What follows belongs to an exercise in optimizing a design on an open flow for small area, a short achievable clock period and few clock cycles per item; a production flow would make more cautious choices.
In this exercise RTL edits were held to simulation tests only and were not proved equivalent to the original.
Power and IR drop assume default switching activity.

Design net_proc, start of the top module:
module net_proc (
    input logic clk,
    input logic start,
    output logic done,
    output logic [3:0] max_idx_10,
    input logic ext_mem_rst,
    input logic ext_mem_we,
    input logic [7:0] ext_mem_wdata,
    output logic [12:0] inst_addr,
    input logic [237:0] inst_data,
    output logic res_valid,
    output logic [7:0] res_data
);
export LEC_CHECK = 0
export ABC_AREA = 1
export CAP_MARGIN = 20
export CORE_MARGIN = 2
export CORE_UTILIZATION = 40
export SLEW_MARGIN = 20
export SYNTH_MEMORY_MAX_BITS = 16384
create_clock -name core_clock -period 10.0 [get_ports {clk}]
standard.sh (not shown) runs the stock make flow with config.mk's settings and CLKGATE_MAP_FILE= SYNTH_SCRIPT=/design/flow/synth_recipe.tcl, a recipe that flattens the netlist after the stock synthesis.
==> flow/flow/run.sh <==
#!/bin/bash
set -euo pipefail
MARGIN=${MARGIN:-6.5}
CTS="-sink_clustering_enable -repair_clock_nets -sink_clustering_size 18 -sink_clustering_max_diameter 50 -sink_clustering_buffer sky130_fd_sc_hd__clkbuf_8 -dont_use_dummy_load"
DONT=$(awk '/^export DONT_USE_CELLS \+=/ {on=1; sub(/^export DONT_USE_CELLS \+=/, "")}
           on {c = ($0 ~ /\\$/); sub(/\\$/, ""); printf "%s ", $0; if (!c) on=0}' \
       "$FLOW_HOME/platforms/$FLOW_PLATFORM/config.mk" | tr -s ' ')
DONT="$DONT sky130_fd_sc_hd__clkinvlp_2 sky130_fd_sc_hd__clkinvlp_4"
W=$(pwd)
R=$W/orfs/results/$FLOW_PLATFORM/net_proc/base
bash standard.sh "$R/1_2_yosys.v" > "$W/synth.log" 2>&1
cp "$R/1_2_yosys.v" "$W/1_2_yosys.std.v"
python3 flow/fapol.py "$W/1_2_yosys.std.v" "$W/1_2_yosys.pol.v" > "$W/fapol.log" 2>&1
cp "$W/1_2_yosys.pol.v" "$R/1_2_yosys.v"
echo "DONT_USE_CELLS=$DONT" > "$W/dont_use.log"
bash standard.sh "SETUP_SLACK_MARGIN=$MARGIN" "CTS_ARGS=$CTS" "DONT_USE_CELLS=$DONT" \
    "BUFFER_PORTS_ARGS=-buffer_cell sky130_fd_sc_hd__buf_4" finish > "$W/finish.log" 2>&1
Other scripts of this flow, unchanged in this note and not shown: flow/flow/fapol.py
The starting point produced a layout that fails on antenna violations.
Testbench counts at the start, summed over its fixed seeds: cycles 47,556, inferences 12.
Edit:
- ABC_AREA: 1 -> default
The new run ran to the end with no violations.
Total power fell by about a fifth.
Cell count barely changes.
Die area goes up by a few percent.
Core utilization goes down by 0.56 points.
Sequential share of layout area decreases by 2.0 points.
Cell area climbs by a few percent.
Edit:
--- a/flow/flow/run.sh
+++ b/flow/flow/run.sh
@@ -1,5 +1,5 @@
 #!/bin/bash
 set -euo pipefail
-MARGIN=${MARGIN:-6.5}
+MARGIN=${MARGIN:-6.3}
 CTS="-sink_clustering_enable -repair_clock_nets -sink_clustering_size 18 -sink_clustering_max_diameter 50 -sink_clustering_buffer sky130_fd_sc_hd__clkbuf_8 -dont_use_dummy_load"
 DONT=$(awk '/^export DONT_USE_CELLS \+=/ {on=1; sub(/^export DONT_USE_CELLS \+=/, "")}
Result:
- die area does not change
- combinational power goes down by 8.2%
- sequential share of layout area goes up by 0.58 points
- global-route usage goes down by 0.45 points
- wire length goes down by 2.6%
- core utilization goes down by 0.45 points
- final area goes down by 1.0%

net_proc, a different RTL version from the one above (not shown whole).
Size: about 23,000 cells after synthesis, about 280 I/O pins.
clock: 10.0 ns
lec_check: 0
abc_area: 1
cap_margin: 20
core_margin: 2
core_utilization: 55
slew_margin: 20
synth_memory_max_bits: 16384
==> flow/flow/run.sh <==
#!/bin/bash
set -euo pipefail
MARGIN=${MARGIN:-6.7}
CTS="-sink_clustering_enable -repair_clock_nets -sink_clustering_size 18 -sink_clustering_max_diameter 50 -sink_clustering_buffer sky130_fd_sc_hd__clkbuf_8 -dont_use_dummy_load"
DONT=$(awk '/^export DONT_USE_CELLS \+=/ {on=1; sub(/^export DONT_USE_CELLS \+=/, "")}
           on {c = ($0 ~ /\\$/); sub(/\\$/, ""); printf "%s ", $0; if (!c) on=0}' \
       "$FLOW_HOME/platforms/$FLOW_PLATFORM/config.mk" | tr -s ' ')
DONT="$DONT sky130_fd_sc_hd__clkinvlp_2 sky130_fd_sc_hd__clkinvlp_4"
W=$(pwd)
R=$W/orfs/results/$FLOW_PLATFORM/net_proc/base
bash standard.sh "$R/1_2_yosys.v" > "$W/synth.log" 2>&1
cp "$R/1_2_yosys.v" "$W/1_2_yosys.std.v"
python3 flow/fapol.py "$W/1_2_yosys.std.v" "$W/1_2_yosys.pol.v" > "$W/fapol.log" 2>&1
cp "$W/1_2_yosys.pol.v" "$R/1_2_yosys.v"
echo "DONT_USE_CELLS=$DONT" > "$W/dont_use.log"
bash standard.sh "SETUP_SLACK_MARGIN=$MARGIN" "CTS_ARGS=$CTS" "DONT_USE_CELLS=$DONT" \
    "BUFFER_PORTS_ARGS=-buffer_cell sky130_fd_sc_hd__buf_4" finish > "$W/finish.log" 2>&1
Other scripts of this flow, unchanged in this note and not shown: flow/flow/fapol.py
Testbench counts at the start, summed over its fixed seeds: cycles 47,556, inferences 12.
Edit:
--- a/flow/flow/run.sh
+++ b/flow/flow/run.sh
@@ -3 +3 @@
-MARGIN=${MARGIN:-6.7}
+MARGIN=${MARGIN:-6.5}
What happened: The changed run finished with timing, DRC and antenna clean. Sequential cell count does not change. Clock skew drops by 0.0052 ns. Final area drops by 1.7%. Wire length hardly moves. Total power drops by 1.1%. Via count drops by 0.42%. Non-clock buffer count drops by 139. Synthesized area stays the same. Utilization drops by 1.1 points. Worst setup slack loses 0.092 ns. Register-to-register slack loses 0.08 ns.

[separate check: timing with driven ports]
The flow's constraints put no driver on any port. The routed layouts listed below were extracted and timed again, unchanged, in two steps.
Step 1 assumes that a clkbuf_16 drives the clock port and a buf_2 every other input.
Step 2 adds t to the input delays and takes it off the output delays; t is the mean of the earliest and latest rising clock arrival at the registers after step 1. Input paths then give back, and output paths get back, about the clock's delay inside the block.
Slacks: ideal / step 1 / step 2; pairs: ideal / step 1.
| run | shift t [ns] | setup WS [ns] | worst setup path after step 2 | clock arrival spread, ns | cell pins on the clock port's net |
|---|---|---|---|---|---|
| the first run of note 1 | 1.212 | 6.256 / 6.245 / 5.045 | input to register | 0.177 / 0.177 | 1 |
| the second run of note 1 | 1.229 | 6.348 / 6.196 / 4.967 | input to register | 0.137 / 0.136 | 1 |
| the third run of note 1 | 1.248 | 6.286 / 6.056 / 4.809 | input to register | 0.131 / 0.131 | 1 |
| the first run of note 2 | 1.165 | 6.461 / 6.336 / 5.213 | input to register | 0.145 / 0.145 | 1 |
| the second run of note 2 | 1.165 | 6.370 / 6.198 / 5.033 | input to register | 0.156 / 0.156 | 1 |
The setup slack of the third run of note 1, which loses most, moves by -0.230 ns with the drivers and by -1.477 ns with both steps.
